Background: an optimization exercise with open tools, aiming at small area, a short achievable clock period and few clock cycles. Do not read the settings as production practice.
At most, simulation tests tie the RTL to the original design; equivalence was not proved.
No functional check of the RTL was part of runs 1 to 3.

==> flow/design.v <==
module DivDebug(
  input         clock,
                reset,
                io_v,
  input  [31:0] io_a,
                io_b,
  input  [1:0]  io_op,
  output [31:0] io_res,
  output        io_res_valid
);
  localparam [2:0] S_IDLE = 3'd0, S_BIAS = 3'd1, S_ALIGN = 3'd2, S_DIV = 3'd3,
                   S_FIX = 3'd4, S_DONE = 3'd5;
  reg [2:0]  state;
  reg [32:0] R;       
  reg [32:0] Dx;      
  reg [31:0] Q;       
  reg [5:0]  cnt;
  reg        sa;      
  reg        cin;     
  reg        rq;      
  reg        fix;     
  reg        nq;      
  reg        valid;
  wire signd = ~io_op[0];
  wire in_sa = signd & io_a[31];
  wire in_sb = signd & io_b[31];
  wire in_bz = ~|io_b;
  wire in_fix = io_op[1] ? in_sa : (in_sa ^ in_sb);
  wire [32:0] T;
  PrefixAdd33 add_u (.a(R), .b(Dx), .ci(cin), .s(T));
  wire        acc = T[32] ~^ sa;
  wire        grow = acc & (Dx[32] ~^ Dx[31]);
  wire        last = (cnt == 6'd0);
  wire        step = (state == S_DIV) | ((state == S_ALIGN) & ~grow);
  wire [31:0] Qn = {Q[30:0], (acc & step) ^ nq};
  always @(posedge clock) begin
    if (reset) begin
      state <= S_IDLE;
      valid <= 1'b0;
    end else begin
      valid <= 1'b0;
      case (state)
        S_IDLE: if (io_v) begin
          state <= in_bz ? S_DONE : (in_sa ? S_BIAS : S_ALIGN);
          valid <= in_bz;
        end
        S_BIAS: state <= S_ALIGN;
        S_ALIGN, S_DIV: if (step & last) begin
          state <= fix ? S_FIX : S_DONE;
          valid <= ~fix;
        end else if (step) state <= S_DIV;
        S_FIX: begin state <= S_DONE; valid <= 1'b1; end
        default: state <= S_IDLE;
      endcase
    end
  end
  always @(posedge clock) begin
    Q <= Qn;
    case (state)
      S_IDLE: begin
        R   <= {in_sa & ~in_bz, io_a | {32{in_bz & ~io_op[1]}}};
        Dx  <= in_sa ? {33{1'b1}} : ({in_sb, io_b} ^ {33{~in_sb}});
        Q   <= {32{in_fix & ~io_op[1]}};
        cnt <= 6'd0;
        sa  <= in_sa;
        cin <= ~in_sa & ~in_sb;
        rq  <= io_op[1];
        fix <= in_fix;
        nq  <= in_fix & ~io_op[1];
      end
      S_BIAS: begin
        R   <= T;
        Dx  <= {in_sb, io_b} ^ {33{in_sb}};
        cin <= in_sb;
      end
      S_ALIGN, S_DIV: begin
        if (!step) begin
          Dx  <= {Dx[31:0], cin};
          cnt <= cnt + 6'd1;
        end else begin
          cnt <= cnt - 6'd1;
          if (last) begin
            if (rq) begin if (acc) R <= T; end
            else R <= {1'b0, Qn};
            Dx  <= 33'd0;
            cin <= 1'b1;
          end else begin
            if (acc) R <= T;
            Dx <= {Dx[32], Dx[32:1]};
          end
        end
      end
      S_FIX: R <= T;
      default: ;
    endcase
  end
  assign io_res = R[31:0];
  assign io_res_valid = valid;
endmodule
module PrefixAdd33(
  input  [32:0] a,
                b,
  input         ci,
  output [32:0] s
);
  localparam N = 34;    
  wire [N-1:0] p0 = {a ^ b, 1'b0};
  wire [N-1:0] g0 = {a & b, ci};
  wire [N-1:0] g [0:6];
  wire [N-1:0] p [0:6];
  assign g[0] = g0;
  assign p[0] = p0;
  genvar l, i;
  generate
    for (l = 0; l < 6; l = l + 1) begin : lvl
      for (i = 0; i < N; i = i + 1) begin : bit_
        if ((i >> l) & 1) begin : op
          localparam integer J = ((i >> l) << l) - 1;
          assign g[l+1][i] = g[l][i] | (p[l][i] & g[l][J]);
          assign p[l+1][i] = p[l][i] & p[l][J];
        end else begin : pass
          assign g[l+1][i] = g[l][i];
          assign p[l+1][i] = p[l][i];
        end
      end
    end
  endgenerate
  assign s = p0[N-1:1] ^ g[6][N-2:0];
endmodule
==> flow/run.sh <==
#!/bin/bash
# synth_recipe.tcl (not shown) runs the flow's synth.tcl, then flattens the netlist and writes it again
# the make line also repeats each setting of config.mk as NAME=value (left out here)
make -C /OpenROAD-flow-scripts/flow DESIGN_CONFIG=/design/flow/config.mk WORK_HOME=/design/flow/orfs CLKGATE_MAP_FILE= SYNTH_SCRIPT=/design/flow/synth_recipe.tcl finish
==> flow/config.mk <==
export PLATFORM = sky130hd
export DESIGN_NAME = DivDebug
export DESIGN_NICKNAME = DivDebug
export VERILOG_FILES = /design/flow/design.v
export SDC_FILE = /design/flow/constraint.sdc
export NUM_CORES = 4
export LEC_CHECK = 0
export CAP_MARGIN = 20
export CORE_MARGIN = 2
export CORE_UTILIZATION = 40
export CTS_BUF_LIST = sky130_fd_sc_hd__clkbuf_4 sky130_fd_sc_hd__clkbuf_8
export CTS_CLUSTER_SIZE = 30
export SETUP_SLACK_MARGIN = 3.0
export SLEW_MARGIN = 20
==> flow/constraint.sdc <==
create_clock -name core_clock -period 6.0 [get_ports {clock}]
set_input_delay 1.2000 -clock core_clock [delete_from_list [all_inputs] [get_ports {clock}]]
set_output_delay 1.2000 -clock core_clock [all_outputs]
set_load 0.01 [all_outputs]
==> results of run 1 <==
## sequential cells by signal, indices dropped and copies added, names as in the netlist
signal	cells
cin	1
nq	1
Dx	33
sa	1
Q	31
valid	1
rq	1
state	3
R	33
cnt	6
fix	1
## final cells by class
type                            count  area [um^2]  share of cell area
Sequential cell                   112         3010               0.277
Tap cell                          234          293              0.0269
Timing Repair Buffer              241         2530               0.233
Inverter                           21         78.8             0.00725
Clock inverter                      7         78.8             0.00725
Multi-Input combinational cell    581         4760               0.438
Clock buffer                        9          124              0.0114
## cells in the final DEF (no fill, tap or decap), types with 9 or more instances in the layout
| cell type | synthesis | layout |
|---|---|---|
| clkdlybuf4s50_1 | 0 | 101 |
| o21ai_0 | 107 | 100 |
| edfxtp_1 | 77 | 77 |
| buf_4 | 33 | 65 |
| buf_6 | 1 | 57 |
| xnor2_1 | 44 | 42 |
| a21o_1 | 39 | 39 |
| dfxtp_1 | 35 | 35 |
| nand2_1 | 40 | 35 |
| a21oi_1 | 43 | 33 |
| a221o_1 | 26 | 26 |
| nor2_1 | 30 | 25 |
| ha_1 | 34 | 24 |
| o211ai_1 | 23 | 23 |
| inv_1 | 19 | 19 |
| a22oi_2 | 0 | 14 |
| xor2_1 | 15 | 13 |
| buf_12 | 0 | 11 |
| ha_4 | 0 | 10 |
| clkbuf_8 | 0 | 9 |
## through the flow
stage	utilization	setup WS (ps)	instance area [um^2]	hold WS [ps]
global placement	0.469	1050	8780	441
CTS	0.552	1550	10300	462
global route	0.581	1320	10900	494
finish	0.581	1420	10900	470
detailed placement	0.469	981	8780	442
floorplan	-	1770	7770	426
## critical path, cell delays in order (launching register included)
cell,delay [ps]
edfxtp_1,460
ha_4,310
o211ai_1,110
o211ai_1,420
nand3_2,210
a21oi_4,210
nor2_4,70
o311ai_4,240
a21oi_2,100
fa_2,370
xnor3_1,300
mux2i_4,330
buf_6,150
and2_4,160
buf_6,90
buf_6,80
nor3_4,40
buf_12,200
buf_12,140
a221o_1,340
## routing by layer
metal  vias up  GRT usage
li1       3363          -
met1      3602      0.344
met2       428      0.433
met3        70     0.0511
met4         0     0.0916
met5         -          0
## worst max path at each step
stage,slack [ps],cells past startpoint,startpoint,endpoint
final,1420,19,Dx[4],Dx[29]
after global routing,1320,19,R[4],cnt[4]
after CTS,1550,19,R[15],cnt[4]
after detailed placement,980,19,R[4],cnt[4]
after global placement,1050,19,Dx[4],cnt[4]
after floorplan,1770,19,Dx[4],cnt[4]
## cell families (layout without fill, tap and decap cells)
| family | Yosys count | count (layout) |
|---|---|---|
| adders and majority gates | 40 | 40 |
| and+or+nand+nor | 150 | 150 |
| muxes | 10 | 10 |
| buffers and inverters | 102 | 278 |
| xor gates and xnor gates | 60 | 60 |
| DFF | 112 | 112 |
| AOI/OAI and AO/OA | 320 | 321 |
## what timing repair did
action	CTS	global route
setup buffers	90	23
pin swaps	53	38
setup endpoints to repair	144	141
cloned	7	0
resized for setup	104	75
==> impl_metrics.py, run 1 <==
metrics = {
    "cts": {
        "clock-sinks": 112,
        "cts_max_level": 3,
        "clk_pin_slew_ps": 120,
        "ctsHoldBuffers": 0,
        "numCtsBuffers": 9,
        "clock-root-buffer": "clkbuf_8",
        "clock_latency_ps": 410,
        "clk_path_buf_depth": 2,
        "cts_tree": "built",
    },
    "yosys": {
        "synth_top_family_by_area": "compound AO/OA/AOI/OAI gates",
        "synthTopCellsByArea": "edfxtp_1 30%, dfxtp_1 9.2%, o21ai_0 7.0%",
        "synth_cells": 794,
        "yosysTopAreaCell": "edfxtp_1",
        "synth_xor_area_frac": 0.0706,
        "ys_ff_latch": 112,
        "yosysTopAreaCellShare": 0.303,
        "ys_seq_area_frac": 0.394,
        "synth_fa_ha_area_frac": 0.0714,
        "synth.area.mux_share": 0.0134,
        "ys_async_sr_fraction": 0,
        "synth-edff-count": 77,
        "synth_compound_area_frac": 0.282,
        "synth_common_cells": "107 x o21ai_0, 77 x edfxtp_1, 44 x xnor2_1",
        "ys.flop_type": "edfxtp_1",
        "syn_area_um2": 7640,
        "synth_area_per_cell_um2": 9.62,
        "synth_warnings": 2,
        "synth.net_count": 903,
        "yosysMostFrequentCell": "o21ai_0",
        "synthSimpleGateAreaFrac": 0.0991,
        "synth_cell_type_count": 70,
    },
    "route": {
        "dr_wl_met2_mm": 13.1,
        "wl_met1_mm": 11.0,
        "wl_mm": 27.1,
        "vias": 7463,
        "antenna_left": 0,
        "drt-pass1-iter-count": 6,
        "drtIter0Drc": 613,
        "wire_per_inst_um": 22.5,
        "via_per_inst": 6.19,
        "drc": 0,
        "route.met3.wl_mm": 2.17,
        "routed.top_layer": "met4",
    },
    "grt": {
        "grt_max_degree": 39,
        "grt_pass1_wl_mm": 40.4,
        "grt_pass1_vias": 7272,
        "grt_remaining_overflow": 0,
        "antenna_found_initial": 0,
        "grt.total_usage": 0.262,
    },
    "floorplan": {
        "core_region_area_um2": 18700,
        "top_level_ports": 102,
        "die-area_um2": 20200,
        "die_h_um": 142,
        "initial_core_util": 0.408,
        "rows": 50,
        "die_w_um": 142,
    },
    "worst_setup_path": {
        "critical_path_class": "reg2reg",
        "r2r_cells": 19,
        "arrival_ps": 4740,
        "r2r-start": "Dx[4]",
        "cp-end-kind": "register",
        "cp_max_fo": 5,
        "startpoint_type": "register",
        "rrSetupSlack_ps": 1420,
        "required_ps": 6160,
        "timing.rr.end": "Dx[29]",
    },
    "sta": {
        "fmax_ghz": 0.218,
        "min_period_ps": 4580,
        "setup_viol": 0,
        "worst_pin_slew_ps": 1210,
        "rsz0062_at_grt": "yes",
        "drv_slew": 0,
        "tns_ps": 0,
        "finalCritPeriodShare": 0.764,
        "finClkSkew_ps": 13.9,
        "hold_viol": 0,
        "slew-limit-headroom": 0.184,
    },
    "layout": {
        "fin_cells": 1205,
        "nets": 1075,
        "area_growth_pct": 42.3,
        "diodes": 0,
        "fillers": 1523,
        "drive_gt1_frac": 0.263,
    },
    "run": {
        "cap_violations": 0,
    },
    "place": {
        "dp_hpwl_mm": 16.9,
        "port_buffers": 101,
        "place_inst": 1069,
        "routabilityCongestion": 0.888,
    },
    "worst_hold_path": {
        "hold_end": "Q[5]",
        "min_from": "Q[4]",
        "hold_path_depth": 1,
        "holdCritPathClass": "reg2reg",
    },
    "run_status": {
        "outcome": "no timing/DRC/antenna violations",
    },
}
==> inputs of run 2 (changes only) <==
--- a/flow/design.v
+++ b/flow/design.v
@@ -31,6 +31,17 @@
   wire        acc = T[32] ~^ sa;
   wire        grow = acc & (Dx[32] ~^ Dx[31]);
-  wire        last = (cnt == 6'd0);
-  wire        step = (state == S_DIV) | ((state == S_ALIGN) & ~grow);
+  wire [7:0]  nzR, nzD;
+  wire [7:0]  zDup;     
+  genvar n;
+  generate
+    for (n = 0; n < 8; n = n + 1) begin : nib
+      assign nzR[n] = R[4*n+3:4*n] != {4{R[32]}};
+      assign nzD[n] = Dx[4*n+3:4*n] != {4{Dx[32]}};
+      assign zDup[n] = ~|nzD[7:n];
+    end
+  endgenerate
+  wire        big = |(nzR[7:1] & zDup[6:0]);
+  wire        last = (state == S_DIV) ? (cnt == 6'd1) : (cnt == 6'd0);
+  wire        step = (state == S_DIV) | ((state == S_ALIGN) & ~grow & ~big);
   wire [31:0] Qn = {Q[30:0], (acc & step) ^ nq};
   always @(posedge clock) begin
@@ -76,8 +87,13 @@
       S_ALIGN, S_DIV: begin
         if (!step) begin
-          Dx  <= {Dx[31:0], cin};
-          cnt <= cnt + 6'd1;
+          if (big) begin
+            Dx  <= {Dx[28:0], {4{cin}}};
+            cnt <= cnt + 6'd4;
+          end else begin
+            Dx  <= {Dx[31:0], cin};
+            cnt <= cnt + 6'd1;
+          end
         end else begin
-          cnt <= cnt - 6'd1;
+          if (state == S_DIV) cnt <= cnt - 6'd1;
           if (last) begin
             if (rq) begin if (acc) R <= T; end
--- a/flow/config.mk
+++ b/flow/config.mk
@@ -9,6 +9,4 @@
 export CORE_MARGIN = 2
 export CORE_UTILIZATION = 40
-export CTS_BUF_LIST = sky130_fd_sc_hd__clkbuf_4 sky130_fd_sc_hd__clkbuf_8
-export CTS_CLUSTER_SIZE = 30
 export SETUP_SLACK_MARGIN = 3.0
 export SLEW_MARGIN = 20
==> run 2 against run 1 <==
Maximum frequency increased by 2.0%. Area after synthesis increased by 12%. Largest cell class unchanged. Still clean. Setup slack better by 89 ps. Global-route usage up 0.40 points. Final cell count rose by 15%. Critical endpoint is now Dx[21]. Worst hold slack lost 16 ps. Via count is 12% higher. Clock skew is 2.0 ps lower.
==> impl_metrics.py, run 2 <==
metrics = {
    "run_status": {
        "outcome": "no timing/DRC/antenna violations",
    },
    "floorplan": {
        "core_region_area_um2": 21000,
        "top_level_ports": 102,
        "die-area_um2": 22600,
        "initial_core_util": 0.408,
        "die_w_um": 150,
        "die_h_um": 150,
        "rows": 53,
    },
    "cts": {
        "clock-root-buffer": "clkbuf_16",
        "clk_pin_slew_ps": 70,
        "cts_tree": "built",
        "clock_latency_ps": 370,
        "clk_path_buf_depth": 2,
        "numCtsBuffers": 9,
        "clock-sinks": 112,
        "cts_max_level": 3,
        "ctsHoldBuffers": 0,
    },
    "worst_setup_path": {
        "critical_path_class": "reg2reg",
        "cp_max_fo": 8,
        "r2r_cells": 20,
        "r2r-start": "R[2]",
        "cp-end-kind": "register",
        "startpoint_type": "register",
        "required_ps": 6110,
        "arrival_ps": 4610,
        "timing.rr.end": "Dx[21]",
        "rrSetupSlack_ps": 1510,
    },
    "yosys": {
        "synth.net_count": 1077,
        "synth_cells": 966,
        "synth_warnings": 2,
        "synthTopCellsByArea": "edfxtp_1 27%, dfxtp_1 8.2%, o21ai_0 6.1%",
        "synth-edff-count": 77,
        "yosysTopAreaCellShare": 0.270,
        "synth_area_per_cell_um2": 8.88,
        "yosysMostFrequentCell": "o21ai_0",
        "syn_area_um2": 8580,
        "synth_cell_type_count": 68,
        "yosysTopAreaCell": "edfxtp_1",
        "ys_ff_latch": 112,
        "synth_common_cells": "104 x o21ai_0, 92 x nand2_1, 77 x edfxtp_1",
        "ys_async_sr_fraction": 0,
        "ys_seq_area_frac": 0.351,
        "ys.flop_type": "edfxtp_1",
    },
    "worst_hold_path": {
        "holdCritPathClass": "reg2reg",
        "min_from": "Q[8]",
        "hold_path_depth": 1,
        "hold_end": "Q[9]",
    },
    "route": {
        "drt-pass1-iter-count": 6,
        "wire_per_inst_um": 22.0,
        "antenna_left": 0,
        "via_per_inst": 6.05,
        "wl_mm": 30.4,
        "drtIter0Drc": 752,
        "drc": 0,
        "vias": 8374,
    },
    "sta": {
        "worst_pin_slew_ps": 1060,
        "finClkSkew_ps": 11.9,
        "drv_slew": 0,
        "tns_ps": 0,
        "finalCritPeriodShare": 0.749,
        "slew-limit-headroom": 0.289,
        "setup_viol": 0,
        "fmax_ghz": 0.223,
        "rsz0062_at_grt": "yes",
        "hold_viol": 0,
        "min_period_ps": 4490,
    },
    "layout": {
        "fillers": 1885,
        "fin_util": 0.549,
        "fin_area_um2": 11500,
        "nets": 1214,
        "diodes": 0,
        "area_growth_pct": 34.6,
        "top_regs": "Dx x33, R x33, Q x31",
        "final_common_cell": "clkdlybuf4s50_1",
        "final_cell_mix": "101 x clkdlybuf4s50_1, 97 x o21ai_0, 88 x nand2_1, 82 x buf_4, 77 x edfxtp_1",
        "drive_gt1_frac": 0.210,
    },
    "place": {
        "port_buffers": 101,
        "routabilityCongestion": 0.893,
        "placed_area_um2": 9700,
        "dp_hpwl_mm": 18.9,
    },
    "grt": {
        "antenna_found_initial": 0,
        "grt.total_usage": 0.266,
        "grt_pass1_wl_mm": 45.9,
        "grt_max_degree": 44,
        "grt_remaining_overflow": 0,
        "grt_pass1_vias": 7981,
    },
    "run": {
        "cap_violations": 0,
    },
}
run 2: changes by cell type after synthesis, moves of 13 or more:
cell      change
nand2_1      +52
a21oi_1      +28
nand3b_1     +28
a211o_1      +26
a221o_1      -20
a22oi_1      -20
nor2_1       +15
o211ai_1     -14
o21a_1       +13
run 2: repair_timing:
| item | CTS | global route |
|---|---|---|
| buffers inserted | 72 | 21 |
| pin swaps | 43 | 36 |
| endpoints found under the setup margin | 148 | 148 |
| gates cloned | 10 | 1 |
| resized for setup | 87 | 41 |
run 2: layout make-up:
type | count | area, um^2 | share of cell area
clock buffer | 14 | 265 | 0.0230
clock inverter | 2 | 13.8 | 0.00119
inverter | 29 | 109 | 0.00943
multi-input combinational | 738 | 5690 | 0.493
sequential | 112 | 3010 | 0.261
tap | 275 | 344 | 0.0298
timing repair buffer | 213 | 2110 | 0.183
run 2: stage by stage:
step	instances	hold slack (ps)	setup WS (ps)
after floorplan	966	426	1800
after global placement	1263	433	960
after detailed placement	1263	438	877
after CTS	1361	456	1630
after global routing	1383	473	1340
final	1383	455	1510
run 2: worst max path at each step:
stage | startpoint | endpoint | slack (ps)
finish | R[2] | Dx[21] | 1510
global route | R[2] | cnt[5] | 1340
floorplan | Dx[12] | Dx[30] | 1800
global placement | Dx[21] | Dx[31] | 960
CTS | Dx[14] | Dx[0] | 1630
detailed placement | Dx[4] | Dx[30] | 880
run 2: kinds of logic after synthesis:
kind of cell	after synthesis	share of synthesized area
AOI/OAI and AO/OA	349	0.267
and+or+nand+nor	264	0.159
buffers and inverters	122	0.0712
DFF	112	0.351
xor gates and xnor gates	56	0.0588
adders and majority gates	42	0.0665
muxes	21	0.0260
run 2: routing by layer:
layer | part of all wire | up-vias | track usage | wire length (um)
met5 | 0 | - | 0 | 0
met1 | 0.41 | 4088 | 0.344 | 12600
met3 | 0.062 | 63 | 0.0433 | 1900
met2 | 0.49 | 329 | 0.453 | 15000
li1 | - | 3894 | - | -
met4 | 0.030 | 0 | 0.0896 | 897
run 2: worst max-delay path: stages, from the launching register on:
cell	delay, ps
edfxtp_1	470
ha_4	310
o211ai_1	120
o211ai_1	250
nand3b_1	160
a21bo_2	280
a21oi_4	180
nor2_4	50
a21oi_2	180
a21oi_2	80
fa_2	360
xnor3_2	290
xor2_4	190
buf_6	150
or2_4	240
o2111ai_4	100
and2_4	220
buf_12	110
nor2_4	40
clkbuf_16	210
a211o_1	250
==> inputs of run 3 (changes only) <==
--- a/flow/design.v
+++ b/flow/design.v
@@ -16,9 +16,5 @@
   reg [31:0] Q;       
   reg [5:0]  cnt;
-  reg        sa;      
   reg        cin;     
-  reg        rq;      
-  reg        fix;     
-  reg        nq;      
   reg        valid;
   wire signd = ~io_op[0];
@@ -27,6 +23,11 @@
   wire in_bz = ~|io_b;
   wire in_fix = io_op[1] ? in_sa : (in_sa ^ in_sb);
-  wire [32:0] T;
-  PrefixAdd33 add_u (.a(R), .b(Dx), .ci(cin), .s(T));
+  wire sa  = in_sa;                
+  wire rq  = io_op[1];             
+  wire fix = in_fix;               
+  wire nq  = in_fix & ~io_op[1];   
+  wire [32:0] Dld = {in_sb, io_b} ^ {33{in_sb ^ (state == S_IDLE)}};
+  wire [33:0] T1 = {R, 1'b1} + {Dx, cin};
+  wire [32:0] T = T1[33:1];
   wire        acc = T[32] ~^ sa;
   wire        grow = acc & (Dx[32] ~^ Dx[31]);
@@ -36,6 +37,6 @@
   generate
     for (n = 0; n < 8; n = n + 1) begin : nib
-      assign nzR[n] = R[4*n+3:4*n] != {4{R[32]}};
-      assign nzD[n] = Dx[4*n+3:4*n] != {4{Dx[32]}};
+      assign nzR[n] = R[32]  ? ~&R[4*n+3:4*n]  : |R[4*n+3:4*n];
+      assign nzD[n] = Dx[32] ? ~&Dx[4*n+3:4*n] : |Dx[4*n+3:4*n];
       assign zDup[n] = ~|nzD[7:n];
     end
@@ -71,16 +72,12 @@
       S_IDLE: begin
         R   <= {in_sa & ~in_bz, io_a | {32{in_bz & ~io_op[1]}}};
-        Dx  <= in_sa ? {33{1'b1}} : ({in_sb, io_b} ^ {33{~in_sb}});
+        Dx  <= Dld | {33{in_sa}};
         Q   <= {32{in_fix & ~io_op[1]}};
         cnt <= 6'd0;
-        sa  <= in_sa;
         cin <= ~in_sa & ~in_sb;
-        rq  <= io_op[1];
-        fix <= in_fix;
-        nq  <= in_fix & ~io_op[1];
       end
       S_BIAS: begin
         R   <= T;
-        Dx  <= {in_sb, io_b} ^ {33{in_sb}};
+        Dx  <= Dld;
         cin <= in_sb;
       end
@@ -107,6 +104,9 @@
         end
       end
-      S_FIX: R <= T;
-      default: ;
+      S_FIX: begin
+        R  <= T;
+        Dx <= Dld;
+      end
+      default: Dx <= Dld;
     endcase
   end
@@ -114,32 +114,2 @@
   assign io_res_valid = valid;
 endmodule
-module PrefixAdd33(
-  input  [32:0] a,
-                b,
-  input         ci,
-  output [32:0] s
-);
-  localparam N = 34;    
-  wire [N-1:0] p0 = {a ^ b, 1'b0};
-  wire [N-1:0] g0 = {a & b, ci};
-  wire [N-1:0] g [0:6];
-  wire [N-1:0] p [0:6];
-  assign g[0] = g0;
-  assign p[0] = p0;
-  genvar l, i;
-  generate
-    for (l = 0; l < 6; l = l + 1) begin : lvl
-      for (i = 0; i < N; i = i + 1) begin : bit_
-        if ((i >> l) & 1) begin : op
-          localparam integer J = ((i >> l) << l) - 1;
-          assign g[l+1][i] = g[l][i] | (p[l][i] & g[l][J]);
-          assign p[l+1][i] = p[l][i] & p[l][J];
-        end else begin : pass
-          assign g[l+1][i] = g[l][i];
-          assign p[l+1][i] = p[l][i];
-        end
-      end
-    end
-  endgenerate
-  assign s = p0[N-1:1] ^ g[6][N-2:0];
-endmodule
==> flow/flow/run.sh (new file) <==
#!/bin/bash
# The standard layout (the standard.sh, unchanged synthesis and steps), with
# plain sky130_fd_sc_hd__buf_1 cells as the port buffers instead of the default.
set -euo pipefail
export BUFFER_PORTS_ARGS="-buffer_cell sky130_fd_sc_hd__buf_1"
bash standard.sh > standard_sh.log 2>&1
==> flow/standard.sh (new file) <==
#!/bin/bash
# synth_recipe.tcl (not shown) runs the flow's synth.tcl, then flattens the netlist and writes it again
# the make line also repeats each setting of config.mk as NAME=value (left out here)
make -C /OpenROAD-flow-scripts/flow DESIGN_CONFIG=/design/flow/config.mk WORK_HOME=/design/flow/orfs CLKGATE_MAP_FILE= SYNTH_SCRIPT=/design/flow/synth_recipe.tcl "${@:-finish}"
--- a/flow/config.mk
+++ b/flow/config.mk
@@ -6,7 +6,9 @@
 export NUM_CORES = 4
 export LEC_CHECK = 0
+export ABC_AREA = 1
 export CAP_MARGIN = 20
 export CORE_MARGIN = 2
 export CORE_UTILIZATION = 40
-export SETUP_SLACK_MARGIN = 3.0
+export CTS_BUF_LIST = sky130_fd_sc_hd__clkbuf_4 sky130_fd_sc_hd__clkbuf_8
+export SETUP_SLACK_MARGIN = 3.3
 export SLEW_MARGIN = 20
removed: flow/run.sh
==> run 3 against run 2 <==
Largest cell class unchanged. Area after synthesis rose by 0.83%. Maximum frequency rose by 60%. Critical path type unchanged. Setup slack gained 1700 ps. Still clean. Worst hold slack worse by 14 ps. Clock skew grew 7.2 ps. Critical endpoint is now R[24]. Final cell count rose by 22%. Die area is 0.81% higher. Design area up 1.4%. Count of clock-buffer cells in the layout down 3. Wire length is 10% higher.
==> impl_metrics.py, run 3 <==
metrics = {
    "run_status": {
        "outcome": "no timing/DRC/antenna violations",
    },
    "cts": {
        "ctsHoldBuffers": 0,
        "clock-root-buffer": "clkbuf_8",
        "clk_path_buf_depth": 2,
        "clock_latency_ps": 410,
        "cts_tree": "built",
        "clk_pin_slew_ps": 120,
        "clock-sinks": 108,
        "cts_max_level": 3,
        "numCtsBuffers": 9,
    },
    "yosys": {
        "ys_ff_latch": 108,
        "synthTopCellsByArea": "dfxtp_1 16%, edfxtp_1 14%, nand2_1 13%",
        "synth_cell_type_count": 47,
        "ys.flop_type": "dfxtp_1",
        "synth_common_cells": "308 x nand2_1, 152 x o21ai_0, 106 x inv_1",
        "ys_seq_area_frac": 0.297,
        "yosysTopAreaCell": "dfxtp_1",
        "synth.net_count": 1371,
        "synth_area_per_cell_um2": 6.85,
        "syn_area_um2": 8650,
        "yosysTopAreaCellShare": 0.155,
        "yosysMostFrequentCell": "nand2_1",
        "synth_warnings": 1,
        "ys_async_sr_fraction": 0,
        "synth-edff-count": 41,
        "synth_cells": 1263,
    },
    "worst_setup_path": {
        "rrSetupSlack_ps": 3190,
        "critical_path_class": "reg2reg",
        "startpoint_type": "register",
        "arrival_ps": 2920,
        "r2r_cells": 20,
        "cp_max_fo": 17,
        "cp-end-kind": "register",
        "required_ps": 6110,
    },
    "floorplan": {
        "die_w_um": 151,
        "top_level_ports": 102,
        "core_region_area_um2": 21100,
        "die-area_um2": 22800,
        "die_h_um": 151,
        "rows": 53,
        "initial_core_util": 0.410,
    },
    "sta": {
        "min_period_ps": 2810,
        "worst_pin_slew_ps": 752,
        "finalCritPeriodShare": 0.468,
        "fin_ws_ps": 3190,
        "drv_slew": 0,
        "setup_viol": 0,
        "slew-limit-headroom": 0.498,
        "tns_ps": 0,
        "finClkSkew_ps": 19.1,
        "hold_viol": 0,
        "rsz0062_at_grt": "yes",
        "fmax_ghz": 0.356,
    },
    "place": {
        "pre_cts_slack_ps": 1880,
        "placed_area_um2": 9110,
        "dp_hpwl_mm": 21.0,
        "routabilityCongestion": 0.915,
        "port_buffers": 101,
        "place_inst": 1570,
    },
    "grt": {
        "antenna_found_initial": 0,
        "grt_pass1_wl_mm": 48.5,
        "grt_pass1_vias": 8771,
        "grt_remaining_overflow": 0,
        "grt_max_degree": 35,
        "grt.total_usage": 0.279,
    },
    "route": {
        "route.met3.wl_mm": 2.49,
        "drt-pass1-iter-count": 5,
        "dr_wl_met2_mm": 15.5,
        "drc": 0,
        "drtIter0Drc": 915,
        "vias": 9691,
        "routed.top_layer": "met4",
        "wl_mm": 33.6,
        "via_per_inst": 5.75,
        "wire_per_inst_um": 19.9,
        "wl_met1_mm": 14.2,
        "antenna_left": 0,
    },
    "layout": {
        "fin_cells": 1686,
        "diodes": 0,
        "drive_gt1_frac": 0.252,
        "final_common_cell": "nand2_1",
        "final_cell_mix": "259 x nand2_1, 123 x o21ai_0, 101 x inv_1, 100 x buf_1, 75 x buf_4",
        "area_growth_pct": 35.4,
        "top_regs": "Dx x33, R x33, Q x31",
        "nets": 1514,
        "fin_area_um2": 11700,
    },
    "worst_hold_path": {
        "holdCritPathClass": "reg2reg",
        "hold_path_depth": 2,
    },
    "run": {
        "cap_violations": 0,
    },
}
==> run 3: critical path, stage by stage (launching register included) <==
cell and delay [ps]:
edfxtp_1 480, ha_4 290, nand2_4 80, inv_2 30, nand2_1 50, nand2_1 40, nand2_1 70, nand3_2 120
nand2_2 110, nand2_4 80, nand2_4 120, nand2_4 70, nand2_4 100, nand3_2 70, nand3_2 90, nand3_4 80
nand2_4 150, inv_8 40, buf_12 140, nand3_4 90, buf_12 180
==> run 3: layout make-up <==
cell class | instances | area (um^2)
Clock inverter | 5 | 82.6
Inverter | 113 | 458
Multi-Input combinational cell | 961 | 6390
Fill cell | 1982 | 9380
Tap cell | 275 | 344
Clock buffer | 11 | 151
Timing Repair Buffer | 213 | 1680
Sequential cell | 108 | 2600
==> run 3: logic make-up (layout without fill, tap and decap cells) <==
logic type               after synthesis  after routing  synth area share
flip-flops                           108            108             0.297
buffers and inverters                197            342             0.107
multiplexers                           1              1           0.00116
XOR/XNOR                              67             67            0.0679
AO/OA/AOI/OAI                        289            289             0.190
AND/OR/NAND/NOR                      562            565             0.279
adder cells (fa/ha/maj)               39             39            0.0573
==> run 3: path summary, 6_finish.rpt <==
check                to  start
hold / removal    Q[29]  Q[28]
hold reg to reg   Q[29]  Q[28]
setup reg to reg  R[24]   R[2]
setup / recovery  R[24]   R[2]
==> run 3: what timing repair did <==
action | in CTS | in global routing
pin swaps | 30 | 36
cloned | 7 | 8
setup buffers | 70 | 15
setup endpoints to repair | 147 | 136
gates resized for setup | 92 | 220
==> run 3: per-stage QoR <==
stage,util,hold slack (ps)
detailed placement,0.432,436
floorplan,-,419
CTS,0.502,455
global route,0.555,465
finish,0.555,440
global placement,0.429,434
==> run 3: per-layer routing <==
metal	vias up	global-route usage
met5	-	0
met4	0	0.120
li1	4569	-
met1	4603	0.378
met3	74	0.0316
met2	445	0.450
==> inputs of run 4 (changes only) <==
--- a/flow/design.v
+++ b/flow/design.v
@@ -15,5 +15,5 @@
   reg [32:0] Dx;      
   reg [31:0] Q;       
-  reg [5:0]  cnt;
+  reg [4:0]  cnt;
   reg        cin;     
   reg        valid;
@@ -31,5 +31,5 @@
   wire [32:0] T = T1[33:1];
   wire        acc = T[32] ~^ sa;
-  wire        grow = acc & (Dx[32] ~^ Dx[31]);
+  wire        grow = acc & (Dx[32] ~^ Dx[31]) & (~(Dx[32] ^ cin) | (Dx[30] ^ cin));
   wire [7:0]  nzR, nzD;
   wire [7:0]  zDup;     
@@ -43,5 +43,5 @@
   endgenerate
   wire        big = |(nzR[7:1] & zDup[6:0]);
-  wire        last = (state == S_DIV) ? (cnt == 6'd1) : (cnt == 6'd0);
+  wire        last = (state == S_DIV) ? (cnt == 5'd1) : (cnt == 5'd0);
   wire        step = (state == S_DIV) | ((state == S_ALIGN) & ~grow & ~big);
   wire [31:0] Qn = {Q[30:0], (acc & step) ^ nq};
@@ -74,5 +74,5 @@
         Dx  <= Dld | {33{in_sa}};
         Q   <= {32{in_fix & ~io_op[1]}};
-        cnt <= 6'd0;
+        cnt <= 5'd0;
         cin <= ~in_sa & ~in_sb;
       end
@@ -86,11 +86,11 @@
           if (big) begin
             Dx  <= {Dx[28:0], {4{cin}}};
-            cnt <= cnt + 6'd4;
+            cnt <= cnt + 5'd4;
           end else begin
             Dx  <= {Dx[31:0], cin};
-            cnt <= cnt + 6'd1;
+            cnt <= cnt + 5'd1;
           end
         end else begin
-          if (state == S_DIV) cnt <= cnt - 6'd1;
+          if (state == S_DIV) cnt <= cnt - 5'd1;
           if (last) begin
             if (rq) begin if (acc) R <= T; end
==> run 4 against run 3 <==
Still clean. Setup slack worse by 77 ps. Utilization down 1.3 points. Flip-flop and latch count down 1. Critical path type unchanged. Largest cell class unchanged.
==> impl_metrics.py, run 4 <==
metrics = {
    "layout": {
        "nets": 1456,
        "final_cell_mix": "246 x nand2_1, 110 x o21ai_0, 101 x buf_1, 94 x buf_4, 93 x inv_1",
        "regArea_um2": 2560,
        "drive_gt1_frac": 0.234,
        "final_common_cell": "nand2_1",
        "top_regs": "Dx x33, R x33, Q x31",
        "fin_area_um2": 11000,
        "fillers": 1909,
        "multiInputGateArea_um2": 5810,
        "area_growth_pct": 32.0,
        "diodes": 0,
    },
    "route": {
        "drtIter0Drc": 899,
        "drc": 0,
        "drt-pass1-iter-count": 7,
        "antenna_left": 0,
        "via_per_inst": 5.63,
        "vias": 9145,
        "wl_mm": 32.9,
        "wire_per_inst_um": 20.3,
    },
    "cts": {
        "ctsHoldBuffers": 0,
        "clock_latency_ps": 410,
        "cts_max_level": 3,
        "clock-root-buffer": "clkbuf_8",
        "numCtsBuffers": 9,
        "clk_pin_slew_ps": 120,
        "cts_tree": "built",
        "clk_path_buf_depth": 2,
        "clock-sinks": 107,
    },
    "yosys": {
        "synth_cells": 1178,
        "ys.flop_type": "dfxtp_1",
        "synth_common_cells": "266 x nand2_1, 124 x o21ai_0, 104 x inv_1",
        "ys_ff_latch": 107,
        "synth.net_count": 1286,
        "yosysMostFrequentCell": "nand2_1",
        "synth_cell_type_count": 52,
        "synth_area_per_cell_um2": 7.09,
        "synth-edff-count": 40,
        "yosysTopAreaCell": "dfxtp_1",
        "ys_seq_area_frac": 0.304,
        "synth_warnings": 1,
        "syn_area_um2": 8360,
        "yosysTopAreaCellShare": 0.161,
        "synthTopCellsByArea": "dfxtp_1 16%, edfxtp_1 14%, nand2_1 12%",
        "ys_async_sr_fraction": 0,
    },
    "floorplan": {
        "die_h_um": 149,
        "core_region_area_um2": 20400,
        "die-area_um2": 22100,
        "top_level_ports": 102,
        "initial_core_util": 0.410,
        "rows": 52,
        "die_w_um": 149,
    },
    "worst_setup_path": {
        "cp_max_fo": 6,
        "path_cells": "ha_4 > a21o_1 > a21oi_2 > nand2_2 > a21oi_4 > buf_6 > nand3_4 > nand3_4 > nand2_8 > buf_12 > nand2_8 > inv_12 > nor2_8 > a21oi_1 > o21ai_1 > nand2_1",
        "arrival_ps": 3040,
        "critical_path_class": "reg2reg",
        "crit_path_top_delay_cell": "edfxtp_1",
        "cpPeakStageDelay_ps": 500,
        "startpoint_type": "register",
        "cp-end-kind": "register",
        "required_ps": 6150,
    },
    "sta": {
        "setup_viol": 0,
        "finalCritPeriodShare": 0.481,
        "min_period_ps": 2890,
        "fmax_ghz": 0.346,
        "drv_slew": 0,
        "tns_ps": 0,
        "worst_pin_slew_ps": 775,
        "rsz0062_at_grt": "yes",
        "slew-limit-headroom": 0.483,
        "hold_viol": 0,
        "finClkSkew_ps": 19.9,
    },
    "place": {
        "port_buffers": 101,
        "routabilityCongestion": 0.909,
        "placed_area_um2": 8990,
        "dp_hpwl_mm": 21.3,
    },
    "run": {
        "cap_violations": 0,
    },
    "run_status": {
        "outcome": "no timing/DRC/antenna violations",
    },
    "grt": {
        "grtUsageMet2": 0.474,
        "use_met1": 0.397,
        "grt_pass1_wl_mm": 49.7,
        "gr-max-usage-layer": "met2",
        "grt_remaining_overflow": 0,
        "gr-usage-met3": 0.0451,
        "grt.total_usage": 0.294,
        "antenna_found_initial": 0,
        "grt_max_degree": 35,
        "grt_pass1_vias": 8681,
    },
    "worst_hold_path": {
        "holdCritPathClass": "reg2reg",
    },
}
[run 4: changes by cell type after synthesis, moves of 7 or more]
cell / change
a31oi_1: -7
clkbuf_1: -8
nand2_1: -42
nand3_1: -53
nand3b_1: +12
nor2_1: +9
o2111ai_1: -11
o211ai_1: +20
o21ai_0: -28
o21ai_1: +9
o22ai_1: +8
xnor2_1: +7
xor2_1: -15
[run 4: final timing paths]
kind                            startpoint  endpoint  slack [ps]  depth (start not counted)
worst min-delay path                  Q[8]      Q[9]         430                          2
worst max-delay path                 R[21]     R[19]        3110                         16
worst min register to register        Q[8]      Q[9]         430                          2
worst max register to register       R[21]     R[19]        3110                         16
[run 4: cells by family after synthesis]
group           share of synthesized area
mux                               0.00240
compound gates                      0.200
buf+inv                             0.109
xor+xnor                           0.0618
fa+ha+maj                          0.0593
flops                               0.304
simple gates                        0.264
[run 4: layout make-up]
| type | instances | share of cell area |
|---|---|---|
| Timing Repair Buffer | 227 | 0.143 |
| Inverter | 115 | 0.0446 |
| Clock buffer | 10 | 0.0125 |
| Clock inverter | 6 | 0.0101 |
| Multi-Input combinational cell | 887 | 0.526 |
| Tap cell | 270 | 0.0306 |
| Sequential cell | 107 | 0.232 |
| Timing Repair inverter | 1 | 0.000454 |
[run 4: per-stage QoR]
stage | std cells | setup slack [ps] | util | hold WS (ps)
floorplan | 1178 | 3280 | - | 419
global placement | 1484 | 2320 | 0.442 | 425
detailed placement | 1484 | 2280 | 0.442 | 433
global route | 1623 | 3030 | 0.542 | 463
finish | 1623 | 3110 | 0.542 | 435
CTS | 1610 | 3180 | 0.522 | 443
[run 4: critical path, delay by kind of cell (launching register included)]
family                     cells  cell delay, ps
DFF                            1             500
AOI/OAI and AO/OA              5             810
adders and majority gates      1             270
and+or+nand+nor                7             730
buffers and inverters          3             330
[run 4: repair_timing]
item,CTS,global route
cloned,9,1
pin swaps,11,21
endpoints found under the setup margin,145,144
resized for setup,106,82
setup buffers,101,12
[run 4: metal layers]
layer	wire length, um	share of wire
met5	0	0
met4	1410	0.043
met3	2180	0.066
met2	15200	0.46
met1	14100	0.43
Testbench counts of run 4, summed over its fixed seeds: cycles 35,308.
==> inputs of run 5 (changes only) <==
--- a/flow/config.mk
+++ b/flow/config.mk
@@ -10,5 +10,5 @@
 export CORE_MARGIN = 2
 export CORE_UTILIZATION = 40
-export CTS_BUF_LIST = sky130_fd_sc_hd__clkbuf_4 sky130_fd_sc_hd__clkbuf_8
 export SETUP_SLACK_MARGIN = 3.3
 export SLEW_MARGIN = 20
+export TNS_END_PERCENT = 0
==> run 5 against run 4 <==
Die area did not move. First-iteration DRC count shrank 2.2%. Register-to-register slack improved by 20 ps. Critical path type unchanged. Critical endpoint is now R[7]. Highest routed layer unchanged. Flip-flop and latch count stayed put.
==> impl_metrics.py, run 5 <==
metrics = {
    "yosys": {
        "yosysMostFrequentCell": "nand2_1",
        "synth_area_per_cell_um2": 7.09,
        "yosysTopAreaCell": "dfxtp_1",
        "ys_ff_latch": 107,
        "synth-edff-count": 40,
        "synthTopCellsByArea": "dfxtp_1 16%, edfxtp_1 14%, nand2_1 12%",
        "synth_common_cells": "266 x nand2_1, 124 x o21ai_0, 104 x inv_1",
        "yosysTopAreaCellShare": 0.161,
        "synth_warnings": 1,
        "syn_area_um2": 8360,
        "synth.net_count": 1286,
        "synth_cell_type_count": 52,
        "ys_async_sr_fraction": 0,
        "synth_cells": 1178,
        "ys.flop_type": "dfxtp_1",
        "ys_seq_area_frac": 0.304,
    },
    "cts": {
        "clock_latency_ps": 370,
        "cts_tree": "built",
        "numCtsBuffers": 9,
        "cts_max_level": 3,
        "clock-sinks": 107,
        "clk_pin_slew_ps": 70,
        "clk_path_buf_depth": 2,
        "clock-root-buffer": "clkbuf_16",
    },
    "layout": {
        "diodes": 0,
        "nets": 1443,
        "drive_gt1_frac": 0.201,
        "area_growth_pct": 27.3,
        "fin_cells": 1610,
        "fin_area_um2": 10600,
        "top_regs": "Dx x33, R x33, Q x31",
        "final_cell_mix": "255 x nand2_1, 116 x o21ai_0, 101 x buf_1, 100 x buf_4, 97 x inv_1",
        "final_common_cell": "nand2_1",
    },
    "floorplan": {
        "initial_core_util": 0.410,
        "die_w_um": 149,
        "top_level_ports": 102,
        "die_h_um": 149,
        "core_region_area_um2": 20400,
        "rows": 52,
        "die-area_um2": 22100,
    },
    "route": {
        "vias": 8926,
        "drt-pass1-iter-count": 5,
        "wl_mm": 31.0,
        "via_per_inst": 5.54,
        "drtIter0Drc": 879,
        "antenna_left": 0,
        "wire_per_inst_um": 19.3,
        "drc": 0,
    },
    "sta": {
        "hold_viol": 0,
        "finClkSkew_ps": 18.1,
        "setup_viol": 0,
        "fmax_ghz": 0.349,
        "finalCritPeriodShare": 0.478,
        "worst_pin_slew_ps": 707,
        "drv_slew": 0,
        "tns_ps": 0,
        "min_period_ps": 2870,
        "slew-limit-headroom": 0.524,
        "rsz0062_at_grt": "yes",
    },
    "worst_setup_path": {
        "required_ps": 6090,
        "critPathTopFamily": "simple AND/OR/NAND/NOR gates",
        "path_cells": "ha_4 > nand2_1 > inv_2 > nand3_2 > nor3_2 > nand2_2 > nand2_4 > nand2_4 > nand2_2 > nand2_2 > nand3_4 > nand2_8 > nand2_4 > inv_4 > nor2_8 > buf_4 > o2111ai_1",
        "r2r_cells": 17,
        "arrival_ps": 2960,
        "critical_path_class": "reg2reg",
        "crit_path_top_delay_cell": "edfxtp_1",
        "worst-path-stages": 17,
        "cp_max_fo": 9,
        "cp_num_buf_inv": 3,
        "startpoint_type": "register",
        "cpPeakStageDelay_ps": 490,
        "cp-end-kind": "register",
    },
    "place": {
        "place_inst": 1483,
        "placed_area_um2": 8980,
        "dp_hpwl_mm": 21.4,
        "port_buffers": 101,
        "routabilityCongestion": 0.924,
    },
    "run": {
        "cap_violations": 0,
    },
    "grt": {
        "grt.total_usage": 0.258,
        "grt_remaining_overflow": 0,
        "grt_pass1_wl_mm": 44.1,
        "grt_pass1_vias": 7938,
        "grt_max_degree": 51,
        "antenna_found_initial": 0,
    },
    "run_status": {
        "outcome": "no timing/DRC/antenna violations",
    },
    "worst_hold_path": {
        "hold_path_depth": 2,
        "holdCritPathClass": "reg2reg",
    },
}
[run 5: routing by layer]
layer  part of all wire  vias up  GRT usage
li1                   -     4312          -
met5                  0        -          0
met1               0.43     4208      0.354
met3              0.066       51     0.0301
met2               0.47      355      0.426
met4              0.028        0     0.0824
[run 5: final cells by class]
cell class | instances | area (um^2)
fillers | 1984 | 9730
multi-input cells | 888 | 5630
flip-flops and latches | 107 | 2560
repair buffers | 213 | 1330
inverters | 115 | 465
well taps | 270 | 338
clock buffers | 10 | 229
clock inverters | 6 | 88.8
repair inverters | 1 | 5.00
[run 5: timing repair]
item	in CTS	in global routing
hold buffers	0	0
pin swaps	2	31
cloned	2	7
resized for setup	10	101
setup buffers	19	83
setup endpoints to repair	146	146
[run 5: worst reg2reg max path, stage by stage (launching register included)]
cell	delay, ps
edfxtp_1	490
ha_4	330
nand2_1	70
inv_2	70
nand3_2	90
nor3_2	190
nand2_2	90
nand2_4	100
nand2_4	80
nand2_2	90
nand2_2	80
nand3_4	110
nand2_8	100
nand2_4	110
inv_4	100
nor2_8	180
buf_4	190
o2111ai_1	120
[run 5: logic make-up after synthesis]
group	Yosys count	share of synthesized area
muxes	2	0.00240
buffers and inverters	189	0.109
AOI/OAI and AO/OA	285	0.200
and+or+nand+nor	497	0.264
xor gates and xnor gates	59	0.0618
adders and majority gates	39	0.0593
DFF	107	0.304
[run 5: path summary, 6_finish.rpt]
path,start,end,slack (ps)
min,Q[13],Q[14],450
min reg2reg,Q[13],Q[14],450
max reg2reg,R[9],R[7],3130
max,R[9],R[7],3130
[run 5: per-stage QoR]
stage                      util  worst slack, ps  hold slack, ps
after floorplan               -             3280             419
after global placement    0.441             2320             428
after detailed placement  0.441             2260             431
after CTS                 0.468             2940             446
after global routing      0.522             3040             464
final                     0.522             3130             447
==> inputs of run 6 (changes only) <==
--- a/flow/config.mk
+++ b/flow/config.mk
@@ -10,5 +10,6 @@
 export CORE_MARGIN = 2
 export CORE_UTILIZATION = 40
+export CTS_BUF_LIST = sky130_fd_sc_hd__clkbuf_8
 export SETUP_SLACK_MARGIN = 3.3
 export SLEW_MARGIN = 20
-export TNS_END_PERCENT = 0
+export TNS_END_PERCENT = 5
==> run 6 against run 5 <==
Still clean on timing, DRC and antenna. Count of clock-buffer cells in the layout is 1 lower. Utilization down 0.086 points. Die area unchanged. Register-to-register slack improved by 20 ps. Flip-flop and latch count did not move. Non-clock buffer count is 2 lower. Final cell count is 0.19% lower. Largest cell class unchanged.
==> impl_metrics.py, run 6 <==
metrics = {
    "yosys": {
        "yosysMostFrequentCell": "nand2_1",
        "yosysTopAreaCell": "dfxtp_1",
        "ys_seq_area_frac": 0.304,
        "synth.net_count": 1286,
        "synth_cells": 1178,
        "synth-edff-count": 40,
        "synth_common_cells": "266 x nand2_1, 124 x o21ai_0, 104 x inv_1",
        "yosysTopAreaCellShare": 0.161,
        "syn_area_um2": 8360,
        "ys.flop_type": "dfxtp_1",
        "synth_area_per_cell_um2": 7.09,
        "ys_ff_latch": 107,
        "ys_async_sr_fraction": 0,
        "synth_cell_type_count": 52,
        "synthTopCellsByArea": "dfxtp_1 16%, edfxtp_1 14%, nand2_1 12%",
        "synth_warnings": 1,
    },
    "route": {
        "antenna_left": 0,
        "drt-pass1-iter-count": 5,
        "wl_mm": 31.1,
        "vias": 8966,
        "wire_per_inst_um": 19.4,
        "drc": 0,
        "drtIter0Drc": 793,
        "via_per_inst": 5.58,
    },
    "grt": {
        "grt_pass1_wl_mm": 45.2,
        "antenna_found_initial": 0,
        "grt.total_usage": 0.266,
        "grt_pass1_vias": 8017,
        "grt_remaining_overflow": 0,
        "grt_max_degree": 51,
    },
    "floorplan": {
        "top_level_ports": 102,
        "initial_core_util": 0.410,
        "die_h_um": 149,
        "die_w_um": 149,
        "core_region_area_um2": 20400,
        "rows": 52,
        "die-area_um2": 22100,
    },
    "sta": {
        "finClkSkew_ps": 25.0,
        "slew-limit-headroom": 0.517,
        "drv_slew": 0,
        "tns_ps": 0,
        "worst_pin_slew_ps": 718,
        "setup_viol": 0,
        "fmax_ghz": 0.352,
        "finalCritPeriodShare": 0.474,
        "min_period_ps": 2840,
        "hold_viol": 0,
        "rsz0062_at_grt": "yes",
    },
    "place": {
        "dp_hpwl_mm": 21.4,
        "routabilityCongestion": 0.924,
        "placed_area_um2": 8980,
        "port_buffers": 101,
        "place_inst": 1483,
    },
    "worst_setup_path": {
        "critPathTopFamily": "simple AND/OR/NAND/NOR gates",
        "worst-path-stages": 15,
        "r2r-start": "R[23]",
        "r2r_cells": 15,
        "cpPeakStageDelay_ps": 510,
        "path_cells": "ha_4 > a21o_1 > a21oi_2 > nand2_2 > a21oi_4 > nand2_2 > nand2_2 > nand3_4 > nand2_8 > nand2_8 > nand2_8 > nand2_8 > clkinv_8 > nand3_4 > buf_12",
        "cp_num_buf_inv": 2,
        "rrSetupSlack_ps": 3160,
        "crit_path_top_delay_cell": "edfxtp_1",
        "critical_path_class": "reg2reg",
        "critPathMostFrequentCell": "nand2_8",
        "timing.rr.end": "R[9]",
        "cp-end-kind": "register",
        "required_ps": 6150,
        "arrival_ps": 3000,
        "cp_max_fo": 17,
        "startpoint_type": "register",
    },
    "cts": {
        "clock_latency_ps": 410,
        "clk_path_buf_depth": 2,
        "cts_tree": "built",
        "cts_max_level": 3,
        "clock-sinks": 107,
        "clock-root-buffer": "clkbuf_8",
        "clk_pin_slew_ps": 120,
        "numCtsBuffers": 9,
    },
    "layout": {
        "fin_area_um2": 10600,
        "fillers": 1988,
        "diodes": 0,
        "fin_cells": 1607,
        "regArea_um2": 2570,
        "final_common_cell": "nand2_1",
        "top_regs": "Dx x33, R x33, Q x31",
        "fin_util": 0.522,
        "area_growth_pct": 27.1,
        "final_cell_mix": "252 x nand2_1, 114 x o21ai_0, 100 x buf_1, 97 x inv_1, 96 x buf_4",
        "drive_gt1_frac": 0.214,
        "nets": 1440,
        "multiInputGateArea_um2": 5690,
    },
    "worst_hold_path": {
        "hold_end": "Q[15]",
        "holdCritPathClass": "reg2reg",
        "hold_path_depth": 2,
        "min_from": "Q[14]",
    },
    "run": {
        "cap_violations": 0,
    },
    "run_status": {
        "outcome": "no timing/DRC/antenna violations",
    },
}
run 6: logic make-up (layout without fill, tap and decap cells):
kind of cell,after synthesis,in the layout,share of synthesized area
multiplexers,2,2,0.00240
adder cells (fa/ha/maj),39,39,0.0593
buffers and inverters,189,343,0.109
AO/OA/AOI/OAI,285,285,0.200
XOR/XNOR,59,59,0.0618
flip-flops,107,107,0.304
AND/OR/NAND/NOR,497,502,0.264
run 6: area by class of cell:
type	count	area share
tap	270	0.0318
timing repair inverter	1	0.000471
sequential	107	0.242
clock buffer	9	0.0117
multi-input combinational	887	0.536
clock inverter	7	0.00872
timing repair buffer	211	0.124
inverter	115	0.0452
run 6: worst reg2reg max path: cells and delay by family (launching register included):
family	cells	cell delay, ps
simple gates	9	980
buf+inv	2	250
flops	1	510
fa+ha+maj	1	280
compound gates	3	570
run 6: worst max path at each step:
stage / to / slack (ps) / startpoint
4_1_cts: R[19] / 2990 / cin
2_1_floorplan: R[0] / 3280 / R[7]
5_1_grt: R[22] / 2960 / R[1]
6_report: R[9] / 3160 / R[23]
3_3_place_gp: R[21] / 2320 / io_b[26]
3_5_place_dp: R[12] / 2260 / io_b[12]
run 6: metrics by stage:
step | hold WS [ps] | setup slack (ps)
detailed placement | 431 | 2260
floorplan | 419 | 3280
finish | 446 | 3160
CTS | 448 | 2990
global placement | 428 | 2320
global route | 468 | 2960
run 6: repair_timing:
action / in CTS / in global routing
setup endpoints to repair: 146 / 146
gates resized for setup: 23 / 121
hold buffers: 0 / 0
buffers inserted: 39 / 61
gates cloned: 3 / 5
pin swaps: 4 / 35
run 6: per-layer routing:
| layer | up-vias | global-route usage | routed length, um |
|---|---|---|---|
| met5 | - | 0 | 0 |
| met4 | 0 | 0.0919 | 1110 |
| met3 | 68 | 0.0328 | 2240 |
| met2 | 382 | 0.437 | 14500 |
| met1 | 4213 | 0.362 | 13300 |
| li1 | 4303 | - | - |
==> inputs of run 7 (changes only) <==
--- a/flow/config.mk
+++ b/flow/config.mk
@@ -6,9 +6,8 @@
 export NUM_CORES = 4
 export LEC_CHECK = 0
-export ABC_AREA = 1
+export ABC_AREA = 0
 export CAP_MARGIN = 20
 export CORE_MARGIN = 2
 export CORE_UTILIZATION = 40
-export CTS_BUF_LIST = sky130_fd_sc_hd__clkbuf_8
 export SETUP_SLACK_MARGIN = 3.3
 export SLEW_MARGIN = 20
==> run 7 against run 6 <==
Critical endpoint is now R[16]. Setup slack lost 400 ps. Area after synthesis is 2.8% lower. Via count fell by 13%. Non-clock buffer count fell by 26. Sequential share of layout area is 1.7 points higher. Clock skew decreased by 16 ps. Global-route usage is 2.4 points lower. Still clean.
==> impl_metrics.py, run 7 <==
metrics = {
    "place": {
        "place_inst": 1250,
        "port_buffers": 101,
        "placed_area_um2": 8540,
        "dp_hpwl_mm": 17.8,
        "pre_cts_slack_ps": 1750,
        "routabilityCongestion": 0.881,
    },
    "worst_setup_path": {
        "cp-end-kind": "register",
        "startpoint_type": "register",
        "r2r-start": "R[0]",
        "startpoint": "R[0]",
        "critical_path_class": "reg2reg",
        "cpPeakStageDelay_ps": 460,
        "path_cells": "ha_1 > a21oi_1 > nand4b_1 > a21oi_1 > o21ai_2 > a311oi_2 > buf_4 > o21ai_4 > a21oi_4 > or2_4 > buf_12 > o22ai_4 > buf_6 > buf_16",
        "critPathMostFrequentCell": "a21oi_1",
        "required_ps": 6090,
        "crit_path_top_delay_cell": "edfxtp_1",
        "arrival_ps": 3330,
        "cp_max_fo": 8,
        "rrSetupSlack_ps": 2760,
    },
    "yosys": {
        "synth_cell_type_count": 65,
        "yosysMostFrequentCell": "nand2_1",
        "yosysTopAreaCellShare": 0.165,
        "ys_ff_latch": 107,
        "synth.net_count": 1061,
        "syn_area_um2": 8120,
        "synthTopCellsByArea": "dfxtp_1 17%, edfxtp_1 15%, ha_1 5.9%",
        "ys.flop_type": "dfxtp_1",
        "synth-edff-count": 40,
        "synth_cells": 953,
        "yosysTopAreaCell": "dfxtp_1",
        "synth_common_cells": "109 x nand2_1, 67 x dfxtp_1, 61 x o21ai_0",
        "ys_seq_area_frac": 0.313,
        "synth_warnings": 1,
        "synth_area_per_cell_um2": 8.52,
        "ys_async_sr_fraction": 0,
    },
    "floorplan": {
        "die_w_um": 146,
        "rows": 52,
        "die_h_um": 146,
        "core_region_area_um2": 20100,
        "top_level_ports": 102,
        "initial_core_util": 0.404,
        "die-area_um2": 21500,
    },
    "sta": {
        "setup_viol": 0,
        "holdWs_ps": 452,
        "min_period_ps": 3240,
        "drv_slew": 0,
        "tns_ps": 0,
        "hold_viol": 0,
        "fin_ws_ps": 2760,
        "rsz0062_at_grt": "yes",
        "finClkSkew_ps": 8.97,
        "fmax_ghz": 0.309,
        "worst_pin_slew_ps": 661,
        "slew-limit-headroom": 0.558,
        "finalCritPeriodShare": 0.540,
    },
    "layout": {
        "fin_util": 0.489,
        "fin_area_um2": 9840,
        "area_growth_pct": 21.2,
        "diodes": 0,
        "fin_cells": 1334,
        "nets": 1167,
        "fillers": 1921,
        "top_regs": "Dx x33, R x33, Q x31",
        "final_common_cell": "nand2_1",
        "final_cell_mix": "108 x nand2_1, 101 x buf_1, 67 x buf_4, 62 x dfxtp_1, 58 x o21ai_0",
        "drive_gt1_frac": 0.182,
    },
    "cts": {
        "clk_path_buf_depth": 2,
        "clk_pin_slew_ps": 80,
        "cts_tree": "built",
        "ctsHoldBuffers": 0,
        "clock-sinks": 107,
        "numCtsBuffers": 9,
        "cts_max_level": 3,
        "clock_latency_ps": 370,
        "clock-root-buffer": "clkbuf_16",
    },
    "route": {
        "wire_per_inst_um": 19.8,
        "drtIter0Drc": 548,
        "wl_mm": 26.4,
        "drt-pass1-iter-count": 5,
        "antenna_left": 0,
        "vias": 7824,
        "via_per_inst": 5.87,
        "drc": 0,
    },
    "grt": {
        "antenna_found_initial": 1,
        "grt_pass1_wl_mm": 41.2,
        "grt_remaining_overflow": 0,
        "grt_pass1_vias": 7393,
        "grt.total_usage": 0.242,
        "grt_max_degree": 40,
    },
    "worst_hold_path": {
        "min_from": "Q[22]",
        "holdCritPathClass": "reg2reg",
    },
    "run": {
        "cap_violations": 0,
    },
    "run_status": {
        "outcome": "no timing/DRC/antenna violations",
    },
}
-- run 7: final cells by class --
class | count | area (um^2) | share of cell area
clock inverters | 6 | 46.3 | 0.00470
repair buffers | 185 | 1170 | 0.119
flip-flops and latches | 107 | 2550 | 0.259
multi-input cells | 743 | 5440 | 0.552
clock buffers | 10 | 250 | 0.0254
well taps | 270 | 338 | 0.0343
inverters | 13 | 48.8 | 0.00496
-- run 7: cell families after synthesis --
group / count (synthesis) / synth area share
muxes: 52 / 0.0709
xor gates and xnor gates: 67 / 0.0723
buffers and inverters: 104 / 0.0653
DFF: 107 / 0.313
AOI/OAI and AO/OA: 303 / 0.249
and+or+nand+nor: 281 / 0.168
adders and majority gates: 39 / 0.0610
-- run 7: critical path: cells and delay by family, from the launching register on --
kind / cells / cell delay [ps]
simple gates: 2 / 410
compound gates: 7 / 1120
buf+inv: 4 / 630
fa+ha+maj: 1 / 330
flops: 1 / 460
-- run 7: per-layer routing --
layer / vias up / GRT usage / part of all wire
met2: 253 / 0.399 / 0.47
met3: 49 / 0.0366 / 0.049
met5: - / 0 / 0
met4: 0 / 0.0937 / 0.031
li1: 3764 / - / -
met1: 3758 / 0.321 / 0.45
-- run 7: repair_timing --
| action | in CTS | in global routing |
|---|---|---|
| gates cloned | 5 | 0 |
| resized for setup | 61 | 33 |
| pin swaps | 20 | 18 |
| buffers inserted | 41 | 21 |
| setup endpoints to repair | 116 | 120 |
-- run 7: final timing paths --
check	end	cells after the start
max reg2reg	R[16]	14
max	R[16]	14
min	Q[23]	1
min reg2reg	Q[23]	1

afterwards: timing with drivers on the ports:
Ports are ideal in the flow. The routed layouts listed here were re-timed in OpenROAD. Step 1: set_driving_cell puts a clkbuf_16 on clock and a buf_2 on each other input, an assumption about the parent block. Step 2 adds t to the input delays and takes it off the output delays; t is the mean of the earliest and latest rising clock arrival at the registers after step 1. Input paths then give back, and output paths get back, about the clock's delay inside the block. a / b / c = ideal ports / drivers / drivers and shift; a / b = the first two.
run	t (ns)	slack for setup (ns)	worst setup path at the end	clock arrival spread, ns
run 1	0.438	1.418 / 1.418 / 1.418	register to register	0.014 / 0.014
run 2	0.410	1.507 / 1.507 / 1.507	register to register	0.012 / 0.012
run 3	0.445	3.189 / 3.189 / 2.820	input to register	0.019 / 0.019
run 4	0.445	3.112 / 3.112 / 2.859	input to register	0.020 / 0.020
run 5	0.407	3.135 / 3.135 / 2.795	input to register	0.018 / 0.018
run 6	0.439	3.157 / 3.157 / 2.824	input to register	0.026 / 0.025
run 7	0.411	2.761 / 2.761 / 2.525	input to register	0.009 / 0.009
After both steps setup and hold are still met in every run listed. The setup slack of run 3, which loses most, moves by 0.000 ns with the drivers and by -0.369 ns with both steps.
